This is an optimization exercise on Yosys and OpenROAD, whose aim is small area, not a production implementation.
Only simulation tests tie the RTL to the original design; equivalence was not proved.
Power figures rest on the tool's default switching activity, not on a simulated workload.

==> flow/design.v (outline; a module is shown in full before it is edited, if it fits) <==
// module crc8_rtl: 37 lines
// module pearson8_rtl: 24 lines
// module pearson8_lut: 2906 lines
// module bloom_filter_rtl: 39 lines
// module bf_dec8n: 22 lines
// module bf_ao16n: 13 lines
// module bf_rd256: 10 lines
// module c_inv: 1 lines
// module c_and2: 1 lines
// module c_or2: 1 lines
// module c_nand2: 1 lines
// module c_nor2: 1 lines
// module c_or4: 1 lines
// module c_and3: 1 lines
// module c_nand3: 1 lines
// module c_nand4: 1 lines
// module c_and4: 1 lines
// module c_xor2: 1 lines
// module c_a21o: 1 lines
// module c_a22o: 1 lines
// module c_a31oi: 1 lines
// module c_a32o: 1 lines
// module c_a32oi: 1 lines
// module c_a311oi: 1 lines
// module c_o21a: 1 lines
// module c_o21ai: 1 lines
// module c_o22a: 1 lines
// module c_o22ai: 1 lines
// module c_o311ai: 1 lines
// module fifo_rtl: 13 lines
// module censor_rtl: 47 lines
module censor_rtl(
    input clock,
    input reset,
    input enable,
    input bloom_write,
    input [7:0] char_in,
    output [7:0] char_out,
    output data_ready
    );
  // ...
==> flow/flow/run.sh <==
#!/bin/bash
# The standard layout (standard.sh: ORFS synthesis through finish), with
# two changes passed to ORFS through its own variables:
#  - clock tree synthesis with clkbuf_8 buffers, clusters of at most 16 sinks
#    within 80 um, and no dummy loads;
#  - input and output ports are buffered with buf_1 cells (repair may still
#    resize them).
# make's full output goes to standard.log here; ORFS writes each step's log
# under orfs/logs/.
set -euo pipefail
export CTS_ARGS="-sink_clustering_enable -repair_clock_nets -sink_clustering_size 16 -sink_clustering_max_diameter 80 -buf_list sky130_fd_sc_hd__clkbuf_8 -dont_use_dummy_load"
export BUFFER_PORTS_ARGS="-buffer_cell sky130_fd_sc_hd__buf_1"
bash standard.sh > standard.log 2>&1
==> flow/standard.sh <==
#!/bin/bash
# synth_recipe.tcl (not shown) runs the flow's synth.tcl, then flattens the netlist and writes it again
# the make line also repeats each setting of config.mk as NAME=value (left out here)
make -C /OpenROAD-flow-scripts/flow DESIGN_CONFIG=/design/flow/config.mk WORK_HOME=/design/flow/orfs CLKGATE_MAP_FILE= SYNTH_SCRIPT=/design/flow/synth_recipe.tcl "${@:-finish}"
==> flow/config.mk <==
export PLATFORM = sky130hd
export DESIGN_NAME = censor_rtl
export DESIGN_NICKNAME = censor_rtl
export VERILOG_FILES = /design/flow/design.v
export SDC_FILE = /design/flow/constraint.sdc
export NUM_CORES = 4
export LEC_CHECK = 0
export CAP_MARGIN = 20
export CORE_MARGIN = 2
export CORE_UTILIZATION = 60
export CTS_BUF_LIST = sky130_fd_sc_hd__clkbuf_8
export CTS_CLUSTER_DIAMETER = 80
export CTS_CLUSTER_SIZE = 16
export PLACE_DENSITY = 0.75
export SLEW_MARGIN = 40
export SYNTH_HIERARCHICAL = 1
==> flow/constraint.sdc <==
create_clock -name core_clock -period 10.0 [get_ports {clock}]
set_input_delay 2.0000 -clock core_clock [delete_from_list [all_inputs] [get_ports {clock}]]
set_output_delay 2.0000 -clock core_clock [all_outputs]
set_load 0.01 [all_outputs]
==> results.cfg, run 1 <==
[worst_setup_path]
cp_max_fo = 13
cp-end-kind = flop
cp_slowest_stage_delay_ns = 0.68
cp_data_arrival_time_ns = 6.02
r2r_start = pearson8.hash_reg[2]

[final_layout]
layout-drive-gt1-share = 0.0413
multi_input_cells = 1546
diodes = 1
fin_nets = 2659
regMostFlops = line.line
n_all_inverters = 69

[floorplanning]
core_area_um2 = 53900
start_util = 0.609
die_area_um2 = 56600

[placement]
dpl_cell_area_um2 = 33900
portBuffers = 20

[logic_synthesis]
ys.warnings.count = 11
async_flop_share = 0

[grt]
met2_usage = 0.434
use_met3 = 0.0502

[sta]
setup_violations = 0

[worst_hold_path]
whs_path_depth = 0

[status]
status = no timing/DRC/antenna violations

[cts]
post_cts_buffers = 0
htreeDepth = 3

[route]
top_layer_used = met5
==> run 2: changes to the inputs <==
--- a/flow/config.mk
+++ b/flow/config.mk
@@ -7,10 +7,10 @@
 export LEC_CHECK = 0
 export CAP_MARGIN = 20
 export CORE_MARGIN = 2
-export CORE_UTILIZATION = 60
+export CORE_UTILIZATION = 65
 export CTS_BUF_LIST = sky130_fd_sc_hd__clkbuf_8
 export CTS_CLUSTER_DIAMETER = 80
 export CTS_CLUSTER_SIZE = 16
-export PLACE_DENSITY = 0.75
+export PLACE_DENSITY = 0.8
 export SLEW_MARGIN = 40
 export SYNTH_HIERARCHICAL = 1
==> results.cfg, run 2 <==
[worst_hold_path]
worstHoldPathType = reg2reg
hold_start = line.line[31]

[placement]
pre_cts_ws_ns = 3.92
portBuffers = 20
placed_cells = 3246
routabilityCongestion = 0.973
dpl_cell_area_um2 = 33900
hpwl_um = 53200

[route]
firstDrtPassIters = 7
routed_via_density = 7.05
wl_per_cell_um = 25.5
drt_iter0_markers = 2915
ant_nets = 0
totalWireLength_um = 84600
drc = 0
routed-via-count = 23400

[final_layout]
fin_cells = 3316
multiInputGateArea_um2 = 10500
largest_register_ffs = 352
layout_commonest_cell = dfxtp_1
regMostFlops = line.line
fillers = 3408
syn_to_final_growth_pct = 6.28
design_area_um2 = 34900
reg.largest.list = line.line: 352 flops, bloom_filter.fa_n: 255 flops, bloom_filter.fb_n: 255 flops
layout_common_cells = dfxtp_1, o22a_1, edfxtp_1
fin_nets = 2662
layout-drive-gt1-share = 0.0427
diodes = 0
seqCellArea_um2 = 22000

[worst_setup_path]
startpoint_type = input pin
cp_slowest_stage_delay_ns = 0.70
cp-end-kind = flop
startpoint = char_in[2]
crit_type = in2reg
r2r_start = pearson8.hash_reg[2]
cp_max_fo = 13
path_cells = buf_1, xor2_1, inv_1, nor2_1, inv_1, nor2_1, inv_1, a31oi_1, o21ai_1, nand3_1, a31oi_1, a32o_1, a22o_1
worstPathRequired_ns = 10.55
crit_slowest_cell = nor2_1
cp_data_arrival_time_ns = 6.13
crit_top_cell = inv_1

[sta]
fin_tns_setup_ns = 0
report.final.hold_viol_count = 0
setup_violations = 0
fmax_mhz = 179
slew_headroom = 0.383
period_minus_slack_ns = 5.58
finalMaxSlewViolations = 0
worstMarginPinSlew_ns = 0.922
timing.final.crit_share = 0.558
finalClockSkew_ns = 0.0971
rsz0062_at_grt = no
setup_slack_ns = 4.42

[logic_synthesis]
avgSynthCellArea_um2 = 12.9
synth-edff-count = 374
synth_cell_type_count = 49
synth_area_leaders = edfxtp_1, dfxtp_1, o22a_1
yosysMostFrequentCell = dfxtp_1
ys.warnings.count = 11
synth_common_cells = dfxtp_1, o22a_1, edfxtp_1
ys_seq_area_frac = 0.671
synth_top_area_cell = edfxtp_1
synth_ff_type = dfxtp_1
netlist_instances = 2549
async_flop_share = 0
syn_nets = 2565
netlist_area_um2 = 32800
yosys_register_bits = 913
synth_top_area_frac = 0.342

[floorplanning]
die_x_um = 229
rows = 82
start_util = 0.657
pin_count = 21
chipHeight_um = 229
die_area_um2 = 52300
core_area_um2 = 50000

[cts]
cts_sinks = 913
post_cts_buffers = 0
cts_resized = 0
cts_tree = built
clk_pin_slew_ns = 0.10
htreeDepth = 3
root_buffer = clkbuf_8
cts_made_buffers = 68
insertion_delay_ns = 0.70
cts.path.max_buffers = 3
cts-hold-fix-buffers = 0

[grt]
overflow = 0
grt_pass1_wl_um = 128000
grt_pass1_vias = 22700
grt_usage = 0.316
antenna_found_initial = 0
grt_max_degree = 178

[power_and_ir_drop]
ir_worst_vdd_mv = 0.141
power.leakage_uw = 0.0112
p_per_area_nw_per_um2 = 223
finalPower_uw = 7770

[job]
drv_cap = 0

[status]
status = no timing/DRC/antenna violations
-- run 2: modules after synthesis (local to each module, per instance), a selection --
| module | flops+latches | cells inside |
|---|---|---|
| c_inv | 0 | 1 |
| bloom_filter_rtl | 511 | 511 |
| c_o21ai | 0 | 1 |
| c_o22ai | 0 | 1 |
| c_xor2 | 0 | 1 |
| c_a32o | 0 | 1 |
| c_and2 | 0 | 1 |
| c_a21o | 0 | 1 |
| c_nand4 | 0 | 1 |
-- run 2: path summary, 6_finish.rpt --
kind              depth (start not counted)              endpoint  slack (ns)
setup reg to reg                         12  pearson8.hash_reg[5]        5.41
hold / removal                            0         line.line[39]        0.35
hold reg to reg                           0         line.line[39]        0.35
setup / recovery                         13  pearson8.hash_reg[5]        4.42
-- run 2: report_power, final --
part | internal (uW) | total (uW) | switching, uW
clock network | 612 | 1680 | 1060
registers | 3950 | 4040 | 90.9
logic | 501 | 2050 | 1550
-- run 2: kinds of logic after synthesis --
family          synth area share
compound gates             0.223
fa+ha+maj                0.00152
xor+xnor                  0.0112
mux                      0.00533
simple gates              0.0761
buf+inv                   0.0124
flops                      0.671
-- run 2: worst max-delay path: cells and delay by family --
family / cells / cell delay (ns)
AND/OR/NAND/NOR: 3 / 1.19
buffers and inverters: 4 / 1.20
XOR/XNOR: 1 / 0.67
AO/OA/AOI/OAI: 5 / 1.04
-- run 2: cell type report --
cell class,count,area share
repair buffers,48,0.0106
flip-flops and latches,913,0.631
multi-input cells,1546,0.300
clock buffers,68,0.0268
inverters,69,0.00742
well taps,672,0.0241
-- run 2: layer usage --
metal	part of all wire	GRT usage	wire [um]	up-vias
met1	0.41	0.433	34600	11500
met2	0.46	0.493	38800	1285
met4	0.046	0.146	3850	0
li1	-	-	-	10300
met3	0.086	0.0599	7310	272
met5	0	0	0	-
-- run 2: through the flow --
step                hold WS (ns)  utilization
floorplan                  0.400            -
global placement           0.400        0.678
detailed placement         0.405        0.678
CTS                        0.355        0.697
global route               0.353        0.698
finish                     0.346        0.698
==> run 3: changes to the inputs <==
==> flow/flow/run.sh (replaced) <==
#!/bin/bash
# The standard layout (standard.sh: ORFS synthesis through finish), with
# two changes passed to ORFS through its own variables:
#  - clock tree synthesis with clkbuf_8 buffers, clusters of at most 18 sinks
#    within 80 um, and no dummy loads;
#  - input and output ports are buffered with buf_1 cells (repair may still
#    resize them).
# make's full output goes to standard.log here; ORFS writes each step's log
# under orfs/logs/.
set -euo pipefail
export CTS_ARGS="-sink_clustering_enable -repair_clock_nets -sink_clustering_size 18 -sink_clustering_max_diameter 80 -buf_list sky130_fd_sc_hd__clkbuf_8 -dont_use_dummy_load"
export BUFFER_PORTS_ARGS="-buffer_cell sky130_fd_sc_hd__buf_1"
bash standard.sh > standard.log 2>&1
--- a/flow/config.mk
+++ b/flow/config.mk
@@ -7,10 +7,10 @@
 export LEC_CHECK = 0
 export CAP_MARGIN = 20
 export CORE_MARGIN = 2
-export CORE_UTILIZATION = 65
+export CORE_UTILIZATION = 55
 export CTS_BUF_LIST = sky130_fd_sc_hd__clkbuf_8
 export CTS_CLUSTER_DIAMETER = 80
-export CTS_CLUSTER_SIZE = 16
-export PLACE_DENSITY = 0.8
+export CTS_CLUSTER_SIZE = 18
+export PLACE_DENSITY = 0.7
 export SLEW_MARGIN = 40
 export SYNTH_HIERARCHICAL = 1
==> results.cfg, run 3 <==
[route]
drt_iter0_markers = 2332
firstDrtPassIters = 8
routed-via-count = 23000
totalWireLength_um = 85300
wl_per_cell_um = 25.0
ant_nets = 0
routed_via_density = 6.75
drc = 0

[worst_setup_path]
r2r_cells = 14
r2r_setup_slack_ns = 5.98
cp_slowest_stage_delay_ns = 0.69
cp-end-kind = primary output
r2r-end = pearson8.hash_reg[3]
startpoint_type = flop
crit_slowest_cell = dfxtp_1
worstPathRequired_ns = 8.00
cp_max_fo = 12
cp_data_arrival_time_ns = 3.31
crit_type = reg2out
r2r_start = pearson8.hash_reg[3]
path_cells = inv_1, ha_1, mux4_1, mux2_4, nor3b_4, nor4_4, or2_1, buf_1
startpoint = nflags[0]

[grt]
grt_pass1_wl_um = 129000
overflow = 0
grt_pass1_vias = 22300
antenna_found_initial = 2
grt_usage = 0.271
grt_max_degree = 156

[sta]
rsz0062_at_grt = no
fin_tns_setup_ns = 0
setup_slack_ns = 4.69
timing.final.crit_share = 0.531
report.final.hold_viol_count = 0
slew_headroom = 0.409
fmax_mhz = 188
finalClockSkew_ns = 0.104
period_minus_slack_ns = 5.31
finalMaxSlewViolations = 0
setup_violations = 0
worstMarginPinSlew_ns = 0.884

[logic_synthesis]
synth_cell_type_count = 49
synth_top_area_cell = edfxtp_1
synth-edff-count = 374
ys_seq_area_frac = 0.671
netlist_instances = 2549
avgSynthCellArea_um2 = 12.9
netlist_area_um2 = 32800
synth_area_leaders = edfxtp_1, dfxtp_1, o22a_1
syn_nets = 2565
yosys_register_bits = 913
ys.warnings.count = 11
synth_common_cells = dfxtp_1, o22a_1, edfxtp_1
synth_ff_type = dfxtp_1
yosysMostFrequentCell = dfxtp_1
async_flop_share = 0
synth_top_area_frac = 0.342

[cts]
cts_sinks = 913
htreeDepth = 2
insertion_delay_ns = 0.72
clk_pin_slew_ns = 0.11
post_cts_buffers = 0
cts_made_buffers = 57
cts.path.max_buffers = 3
cts_tree = built
root_buffer = clkbuf_8
cts-hold-fix-buffers = 0
cts_resized = 0

[final_layout]
layout-drive-gt1-share = 0.0406
regMostFlops = line.line
reg.largest.list = line.line: 352 flops, bloom_filter.fa_n: 255 flops, bloom_filter.fb_n: 255 flops
largest_register_ffs = 352
post-route-util = 0.591
fillers = 4713
design_area_um2 = 34900
layout_common_cells = dfxtp_1, o22a_1, edfxtp_1
fin_nets = 2652
syn_to_final_growth_pct = 6.27
layout_commonest_cell = dfxtp_1

[worst_hold_path]
worstHoldPathType = reg2reg
whs_path_depth = 0
hold_start = line.line[21]
worstHoldEndpoint = line.line[29]

[placement]
pre_cts_ws_ns = 4.29
hpwl_um = 52200
routabilityCongestion = 0.944
portBuffers = 20
dpl_cell_area_um2 = 34100

[status]
status = no timing/DRC/antenna violations

[power_and_ir_drop]
finalPower_uw = 7610
power.leakage_uw = 0.0111
p_per_area_nw_per_um2 = 218
ir_worst_vdd_mv = 0.153

[floorplanning]
start_util = 0.556
core_area_um2 = 59000
pin_count = 21
chipHeight_um = 248
die_area_um2 = 61700
rows = 89
die_x_um = 248

[job]
drv_cap = 0
-- run 3: cell counts after synthesis --
Identical to the previous run, type by type.
-- run 3: worst max path at each step --
stage / cells past startpoint / to / slack, ns
floorplan: 5 / nflags[2] / 0.69
global placement: 15 / pearson8.hash_reg[3] / 4.06
detailed placement: 15 / pearson8.hash_reg[3] / 4.29
CTS: 8 / char_out[3] / 4.61
global route: 8 / char_out[3] / 4.48
finish: 8 / char_out[3] / 4.69
-- run 3: layout make-up --
| cell class | instances | area [um^2] | area share |
|---|---|---|---|
| antenna | 1 | 2.50 | 0.0000717 |
| clock buffer | 57 | 785 | 0.0225 |
| inverter | 69 | 259 | 0.00742 |
| multi-input combinational | 1546 | 10500 | 0.300 |
| sequential | 913 | 22000 | 0.631 |
| tap | 773 | 967 | 0.0277 |
| timing repair buffer | 49 | 379 | 0.0109 |
-- run 3: per-stage QoR --
stage                     instances  hold slack (ns)
after global placement         3347            0.402
after global routing           3408            0.352
after CTS                      3407            0.348
after detailed placement       3350            0.405
final                          3408            0.348
after floorplan                2549            0.400
-- run 3: cell families (layout without fill, tap and decap cells) --
group,count (synthesis),in the layout,share of synthesized area
buf+inv,90,175,0.0124
xor+xnor,41,41,0.0112
fa+ha+maj,4,4,0.00152
other cells,0,1,0
compound gates,955,955,0.223
mux,10,10,0.00533
simple gates,536,536,0.0761
flops,913,913,0.671
-- run 3: power breakdown --
group	internal (uW)	switching, uW	leakage, uW
sequential	3950	85.1	0.00787
combinational	494	1520	0.00283
clock	510	1050	0.000410
total	4960	2660	0.0111
-- run 3: Yosys stat by module (local to each module, per instance), a selection --
module	area (um^2)	flip-flops and latches	cells inside
pearson8_rtl	160	8	8
censor_rtl	1650	34	128
c_xor2	8.76	0	1
crc8_rtl	160	8	8
c_nand3	5.00	0	1
c_nor2	3.75	0	1
c_o22a	8.76	0	1
c_o311ai	8.76	0	1
c_a32oi	8.76	0	1
c_o21a	7.51	0	1
c_nand4	6.26	0	1
c_a311oi	8.76	0	1
c_a31oi	6.26	0	1
-- run 3: per-layer routing --
metal / track usage / vias to the layer above / wire length, um
li1: - / 10300 / -
met1: 0.362 / 11400 / 35200
met2: 0.440 / 1001 / 39900
met3: 0.0376 / 272 / 6000
met4: 0.130 / 2 / 4190
met5: 0 / - / 15
-- run 3: critical path: cells and delay by family, from the launching register on --
kind,cells,cell delay [ns]
DFF,1,0.69
muxes,2,0.67
and+or+nand+nor,3,0.56
adders and majority gates,1,0.47
buffers and inverters,2,0.23
==> run 4: changes to the inputs <==
--- a/flow/config.mk
+++ b/flow/config.mk
@@ -7,10 +7,10 @@
 export LEC_CHECK = 0
 export CAP_MARGIN = 20
 export CORE_MARGIN = 2
-export CORE_UTILIZATION = 55
+export CORE_UTILIZATION = 60
 export CTS_BUF_LIST = sky130_fd_sc_hd__clkbuf_8
 export CTS_CLUSTER_DIAMETER = 80
 export CTS_CLUSTER_SIZE = 18
-export PLACE_DENSITY = 0.7
+export PLACE_DENSITY = 0.75
 export SLEW_MARGIN = 40
 export SYNTH_HIERARCHICAL = 1
==> results.cfg, run 4 <==
[cts]
cts_made_buffers = 56
cts.path.max_buffers = 3
insertion_delay_ns = 0.72
root_buffer = clkbuf_8
clk_pin_slew_ns = 0.11
cts_resized = 0
cts-hold-fix-buffers = 0
cts_sinks = 913
htreeDepth = 2
post_cts_buffers = 0
cts_tree = built

[floorplanning]
rows = 85
die_x_um = 238
start_util = 0.609
chipHeight_um = 238
core_area_um2 = 53900
die_area_um2 = 56600
pin_count = 21

[sta]
finalMaxSlewViolations = 0
setup_violations = 0
worstMarginPinSlew_ns = 0.894
period_minus_slack_ns = 5.53
report.final.hold_viol_count = 0
rsz0062_at_grt = no
fmax_mhz = 181
finalClockSkew_ns = 0.0963
slew_headroom = 0.402
timing.final.crit_share = 0.553
fin_tns_setup_ns = 0

[logic_synthesis]
synth_top_area_cell = edfxtp_1
netlist_instances = 2549
ys_seq_area_frac = 0.671
avgSynthCellArea_um2 = 12.9
synth_cell_type_count = 49
synth_area_leaders = edfxtp_1, dfxtp_1, o22a_1
synth_top_area_frac = 0.342
synth_ff_type = dfxtp_1
yosys_register_bits = 913
syn_nets = 2565
yosysMostFrequentCell = dfxtp_1
ys.warnings.count = 11
async_flop_share = 0
netlist_area_um2 = 32800
synth-edff-count = 374
synth_common_cells = dfxtp_1, o22a_1, edfxtp_1

[route]
ant_nets = 0
routed_via_density = 6.89
totalWireLength_um = 80700
drc = 0
wl_per_cell_um = 24.3
firstDrtPassIters = 6
drt_iter0_markers = 2656
routed-via-count = 22900

[placement]
routabilityCongestion = 0.954
portBuffers = 20
dpl_cell_area_um2 = 33900
hpwl_um = 50200
placed_cells = 3270

[final_layout]
fin_nets = 2648
post-route-util = 0.644
layout_commonest_cell = dfxtp_1
layout-drive-gt1-share = 0.0376
regMostFlops = line.line
largest_register_ffs = 352
syn_to_final_growth_pct = 5.72
layout_common_cells = dfxtp_1, o22a_1, edfxtp_1
fin_cells = 3327
design_area_um2 = 34700
reg.largest.list = line.line: 352 flops, bloom_filter.fa_n: 255 flops, bloom_filter.fb_n: 255 flops

[worst_setup_path]
cp_data_arrival_time_ns = 6.08
worstPathRequired_ns = 10.55
r2r_start = pearson8.hash_reg[2]
r2r_setup_slack_ns = 5.46
r2r_cells = 12
crit_top_cell = inv_1
startpoint_type = input pin
cp-end-kind = flop
path_delay_family = simple AND/OR/NAND/NOR gates
startpoint = char_in[2]
cp_max_fo = 13
cp_slowest_stage_delay_ns = 0.70
crit_buf_inv = 4
crit_type = in2reg
path_cells = buf_1, xor2_1, inv_1, nor2_1, inv_1, nor2_1, inv_1, a31oi_1, nand2_1, nand3_1, nand3_1, a32o_1, a22o_1
crit_slowest_cell = nor2_1
r2r-end = pearson8.hash_reg[2]

[grt]
overflow = 0
grt_pass1_vias = 22100
grt_max_degree = 110
grt_usage = 0.281
antenna_found_initial = 2
grt_pass1_wl_um = 124000

[power_and_ir_drop]
p_int_uw = 4940
ir_worst_vdd_mv = 0.130
pwr-share-comb = 0.264
p_clk_frac = 0.204
p_switching_uw = 2630
p_per_area_nw_per_um2 = 218
seqPwrFrac = 0.533
swShare = 0.347
power.leakage_uw = 0.0111

[status]
status = no timing/DRC/antenna violations

[job]
drv_cap = 0

[worst_hold_path]
worstHoldEndpoint = line.line[140]
hold_start = line.line[132]
worstHoldPathType = reg2reg
whs_path_depth = 0
-- run 4: area by class of cell --
type	count	area, um^2
antenna	1	2.50
clock buffer	56	771
fill	4118	19200
inverter	69	259
multi-input combinational	1546	10500
sequential	913	22000
tap	696	871
timing repair buffer	46	318
-- run 4: worst max path at each step --
stage,slack (ns),cells past startpoint,end
2_1_floorplan,0.69,5,nflags[2]
3_3_place_gp,4.12,13,pearson8.hash_reg[5]
3_5_place_dp,4.00,13,pearson8.hash_reg[2]
4_1_cts,4.55,8,char_out[1]
5_1_grt,4.22,13,pearson8.hash_reg[2]
6_report,4.47,13,pearson8.hash_reg[2]
-- run 4: power by group through the flow --
stage / sequential (uW) / combinational, uW / clock, uW
finish: 4030 / 2000 / 1540
detailed placement: 4120 / 1900 / 0
floorplan: 4080 / 1200 / 0
global placement: 4120 / 1960 / 0
global route: 4040 / 2100 / 1710
CTS: 4030 / 1900 / 1590
-- run 4: metrics by stage --
| stage | total power, uW | hold slack [ns] | setup slack (ns) |
|---|---|---|---|
| after global placement | 6070 | 0.401 | 4.12 |
| after CTS | 7530 | 0.367 | 4.55 |
| final | 7570 | 0.361 | 4.47 |
| after global routing | 7850 | 0.382 | 4.22 |
| after detailed placement | 6020 | 0.405 | 4.00 |
| after floorplan | 5280 | 0.400 | 0.694 |
-- run 4: logic make-up after synthesis --
logic type,count (synthesis),synth area share
compound gates,955,0.223
fa+ha+maj,4,0.00152
xor+xnor,41,0.0112
buf+inv,90,0.0124
flops,913,0.671
mux,10,0.00533
simple gates,536,0.0761
-- run 4: routing by layer --
metal | global-route usage | wire (um) | up-vias
met5 | 0 | 13 | -
met2 | 0.433 | 36500 | 987
met1 | 0.397 | 34600 | 11400
li1 | - | - | 10300
met4 | 0.124 | 3460 | 2
met3 | 0.0448 | 6220 | 254
-- run 4: Yosys stat by module, one instance, submodules excluded, excerpt --
module | cells inside | cell area [um^2]
bloom_filter_rtl | 511 | 10200
c_a32o | 1 | 10.0
c_a311oi | 1 | 8.76
c_a22o | 1 | 8.76
c_a32oi | 1 | 8.76
c_o21a | 1 | 7.51
c_or4 | 1 | 7.51
c_nand4 | 1 | 6.26
c_a31oi | 1 | 6.26
c_and2 | 1 | 6.26
c_and3 | 1 | 6.26
c_o22ai | 1 | 6.26
c_nand3 | 1 | 5.00
c_o21ai | 1 | 5.00
-- run 4: worst reg2reg max path: cells and delay by family, from the launching register on --
kind,cells,cell delay (ns)
XOR/XNOR,1,0.64
buffers and inverters,3,0.91
flip-flops,1,0.64
AND/OR/NAND/NOR,5,1.40
AO/OA/AOI/OAI,3,0.87
==> run 5: changes to the inputs <==
==> flow/run.sh (new file) <==
#!/bin/bash
# synth_recipe.tcl (not shown) runs the flow's synth.tcl, then flattens the netlist and writes it again
# the make line also repeats each setting of config.mk as NAME=value (left out here)
make -C /OpenROAD-flow-scripts/flow DESIGN_CONFIG=/design/flow/config.mk WORK_HOME=/design/flow/orfs CLKGATE_MAP_FILE= SYNTH_SCRIPT=/design/flow/synth_recipe.tcl finish
--- a/flow/config.mk
+++ b/flow/config.mk
@@ -7,10 +7,10 @@
 export LEC_CHECK = 0
 export CAP_MARGIN = 20
 export CORE_MARGIN = 2
-export CORE_UTILIZATION = 60
+export CORE_UTILIZATION = 55
 export CTS_BUF_LIST = sky130_fd_sc_hd__clkbuf_8
 export CTS_CLUSTER_DIAMETER = 80
-export CTS_CLUSTER_SIZE = 18
-export PLACE_DENSITY = 0.75
-export SLEW_MARGIN = 40
+export CTS_CLUSTER_SIZE = 16
+export PLACE_DENSITY = 0.7
+export SLEW_MARGIN = 20
 export SYNTH_HIERARCHICAL = 1
removed: flow/flow/run.sh
removed: flow/standard.sh
==> results.cfg, run 5 <==
[status]
status = no timing/DRC/antenna violations

[final_layout]
reg.largest.list = line.line: 352 flops, bloom_filter.fa_n: 255 flops, bloom_filter.fb_n: 255 flops
layout-drive-gt1-share = 0.0433
syn_to_final_growth_pct = 7.37
layout_commonest_cell = dfxtp_1
largest_register_ffs = 352
regMostFlops = line.line
post-route-util = 0.597
fin_nets = 2660
layout_common_cells = dfxtp_1, o22a_1, edfxtp_1

[floorplanning]
rows = 89
start_util = 0.556
chipHeight_um = 248
die_x_um = 248
core_area_um2 = 59000
pin_count = 21
die_area_um2 = 61700

[route]
wl_per_cell_um = 24.8
routed_via_density = 6.63
drt_iter0_markers = 2396
totalWireLength_um = 85500
routed-via-count = 22900
drc = 0
ant_nets = 0
firstDrtPassIters = 6

[grt]
overflow = 0
grt_usage = 0.271
antenna_found_initial = 1
grt_pass1_vias = 22100
grt_pass1_wl_um = 128000
grt_max_degree = 206

[worst_setup_path]
cp-end-kind = primary output
r2r_start = pearson8.hash_reg[2]
r2r-end = pearson8.hash_reg[5]
r2r_cells = 12
cp_max_fo = 12
worstPathRequired_ns = 8.00
r2r_setup_slack_ns = 5.69
crit_type = reg2out
cp_data_arrival_time_ns = 3.67
startpoint_type = flop

[logic_synthesis]
synth_common_cells = dfxtp_1, o22a_1, edfxtp_1
synth_top_area_cell = edfxtp_1
syn_nets = 2565
ys_seq_area_frac = 0.671
synth_cell_type_count = 49
synth_area_leaders = edfxtp_1, dfxtp_1, o22a_1
synth_top_area_frac = 0.342
synth-edff-count = 374
ys.warnings.count = 11
netlist_instances = 2549
async_flop_share = 0
avgSynthCellArea_um2 = 12.9
yosysMostFrequentCell = dfxtp_1
yosys_register_bits = 913
synth_ff_type = dfxtp_1
netlist_area_um2 = 32800

[sta]
fin_tns_setup_ns = 0
worstMarginPinSlew_ns = 1.10
setup_violations = 0
timing.final.crit_share = 0.567
fmax_mhz = 176
period_minus_slack_ns = 5.67
finalMaxSlewViolations = 0
finalClockSkew_ns = 0.0320
rsz0062_at_grt = no
slew_headroom = 0.267
report.final.hold_viol_count = 0

[worst_hold_path]
hold_start = line.line[55]
whs_path_depth = 0
worstHoldEndpoint = line.line[63]
worstHoldPathType = reg2reg

[cts]
cts_resized = 0
cts_sinks = 913
cts.path.max_buffers = 3
cts-hold-fix-buffers = 0
clk_pin_slew_ns = 0.10
insertion_delay_ns = 0.68
post_cts_buffers = 0
cts_made_buffers = 67
htreeDepth = 3
root_buffer = clkbuf_8
cts_tree = built

[power_and_ir_drop]
p_per_area_nw_per_um2 = 222
ir_worst_vdd_mv = 0.154
power.leakage_uw = 0.0114

[placement]
hpwl_um = 52500
portBuffers = 20
routabilityCongestion = 0.972

[job]
drv_cap = 0
[run 5: changes by cell type in the layout (fill, tap and decap cells not counted), moves of 3 or more]
cell	delta
inv_1	+29
buf_1	-19
clkdlybuf4s50_1	+19
clkbuf_8	+12
buf_4	+3
[run 5: through the flow]
stage / std cells / setup slack, ns / power, uW / cell area (um^2) / hold slack, ns
final: 3452 / 4.33 / 7840 / 35300 / 0.406
after global routing: 3452 / 4.06 / 8150 / 35300 / 0.416
after CTS: 3451 / 4.26 / 7820 / 35200 / 0.403
after detailed placement: 3348 / 3.94 / 6070 / 34100 / 0.405
after global placement: 3348 / 3.89 / 6140 / 34100 / 0.401
after floorplan: 2549 / 0.694 / 5280 / 32800 / 0.400
[run 5: how the worst max path moves through the flow]
stage	startpoint	end	slack (ns)	cells after the start
after global routing	nflags[0]	char_out[4]	4.06	8
after floorplan	enable	nflags[2]	0.69	5
final	nflags[0]	char_out[7]	4.33	8
after global placement	char_in[2]	pearson8.hash_reg[5]	3.89	13
after CTS	nflags[0]	char_out[4]	4.26	8
after detailed placement	char_in[2]	pearson8.hash_reg[5]	3.94	13
[run 5: modules after synthesis, one instance, submodules excluded, a selection]
module | cells | flip-flops and latches
c_o22a | 1 | 0
c_xor2 | 1 | 0
c_nand2 | 1 | 0
c_and2 | 1 | 0
c_o22ai | 1 | 0
censor_rtl | 128 | 34
c_a32oi | 1 | 0
c_a22o | 1 | 0
c_a32o | 1 | 0
c_and3 | 1 | 0
c_a21o | 1 | 0
c_a31oi | 1 | 0
[run 5: where the power goes]
part | internal [uW] | leakage, uW | switching, uW
Sequential | 3950 | 0.00787 | 86.4
Combinational | 503 | 0.00285 | 1530
Clock | 641 | 0.000671 | 1130
[run 5: metal layers]
layer | up-vias | share of wire | global-route usage
met5 | - | 0 | 0
met4 | 0 | 0.048 | 0.140
met3 | 227 | 0.063 | 0.0433
met2 | 911 | 0.46 | 0.429
met1 | 11400 | 0.43 | 0.363
li1 | 10400 | - | -
[run 5: cells by family (layout without fill, tap and decap cells)]
kind of cell / Yosys count / after routing / share of synthesized area
AO/OA/AOI/OAI: 955 / 955 / 0.223
flip-flops: 913 / 913 / 0.671
AND/OR/NAND/NOR: 536 / 536 / 0.0761
buffers and inverters: 90 / 219 / 0.0124
XOR/XNOR: 41 / 41 / 0.0112
multiplexers: 10 / 10 / 0.00533
adder cells (fa/ha/maj): 4 / 4 / 0.00152
other: 0 / 1 / 0
[run 5: area by class of cell]
| class | count | area (um^2) |
|---|---|---|
| fill | 4692 | 23800 |
| sequential | 913 | 22000 |
| multi-input combinational | 1546 | 10500 |
| tap | 773 | 967 |
| clock buffer | 68 | 936 |
| timing repair buffer | 47 | 437 |
| inverter | 69 | 259 |
| clock inverter | 35 | 169 |
| antenna | 1 | 2.50 |
[run 5: critical path, stage by stage (launching register included)]
cell and delay (ns):
dfxtp_1 0.70, inv_1 0.10, ha_1 0.28, xor2_2 0.29
mux4_2 0.36, a211oi_1 0.39, nor4_4 0.14, nor2b_1 0.18
clkdlybuf4s50_1 0.56

==> re-timing with driven ports <==
No port has a modelled driver above. Below, the same layouts with a new extraction and two added sets of constraints. Step 1 (the two cells are an assumption about what drives the block):
set clk [get_ports {clock}]
set_driving_cell -lib_cell sky130_fd_sc_hd__clkbuf_16 $clk
set_driving_cell -lib_cell sky130_fd_sc_hd__buf_2 [delete_from_list [all_inputs] $clk]
Step 2 times the ports against the registers' clock, not the clock port: input delays grow and output delays shrink by t, the midpoint of the rising clock arrivals with the driver on. Three values: ideal ports, drivers, drivers and shift; two values: the first two.
| run | shift t [ns] | setup slack, ns | hold slack, ns | worst setup path after step 2 | pins driven straight from the clock port |
|---|---|---|---|---|---|
| run 1 | 0.682 | 4.465 / 4.494 / 3.811 | 0.384 / 0.384 / 0.384 | input to register | 1 |
| run 2 | 0.715 | 4.419 / 4.459 / 3.745 | 0.346 / 0.346 / 0.346 | input to register | 1 |
| run 3 | 0.728 | 4.691 / 4.636 / 4.093 | 0.348 / 0.348 / 0.348 | input to register | 1 |
| run 4 | 0.726 | 4.470 / 4.499 / 3.773 | 0.361 / 0.361 / 0.361 | input to register | 1 |
| run 5 | 0.720 | 4.334 / 4.278 / 3.688 | 0.406 / 0.406 / 0.406 | input to register | 1 |
After both steps every run listed still meets setup and hold. The setup slack of run 4, which loses most, moves by +0.029 ns with the drivers and by -0.697 ns with both steps.
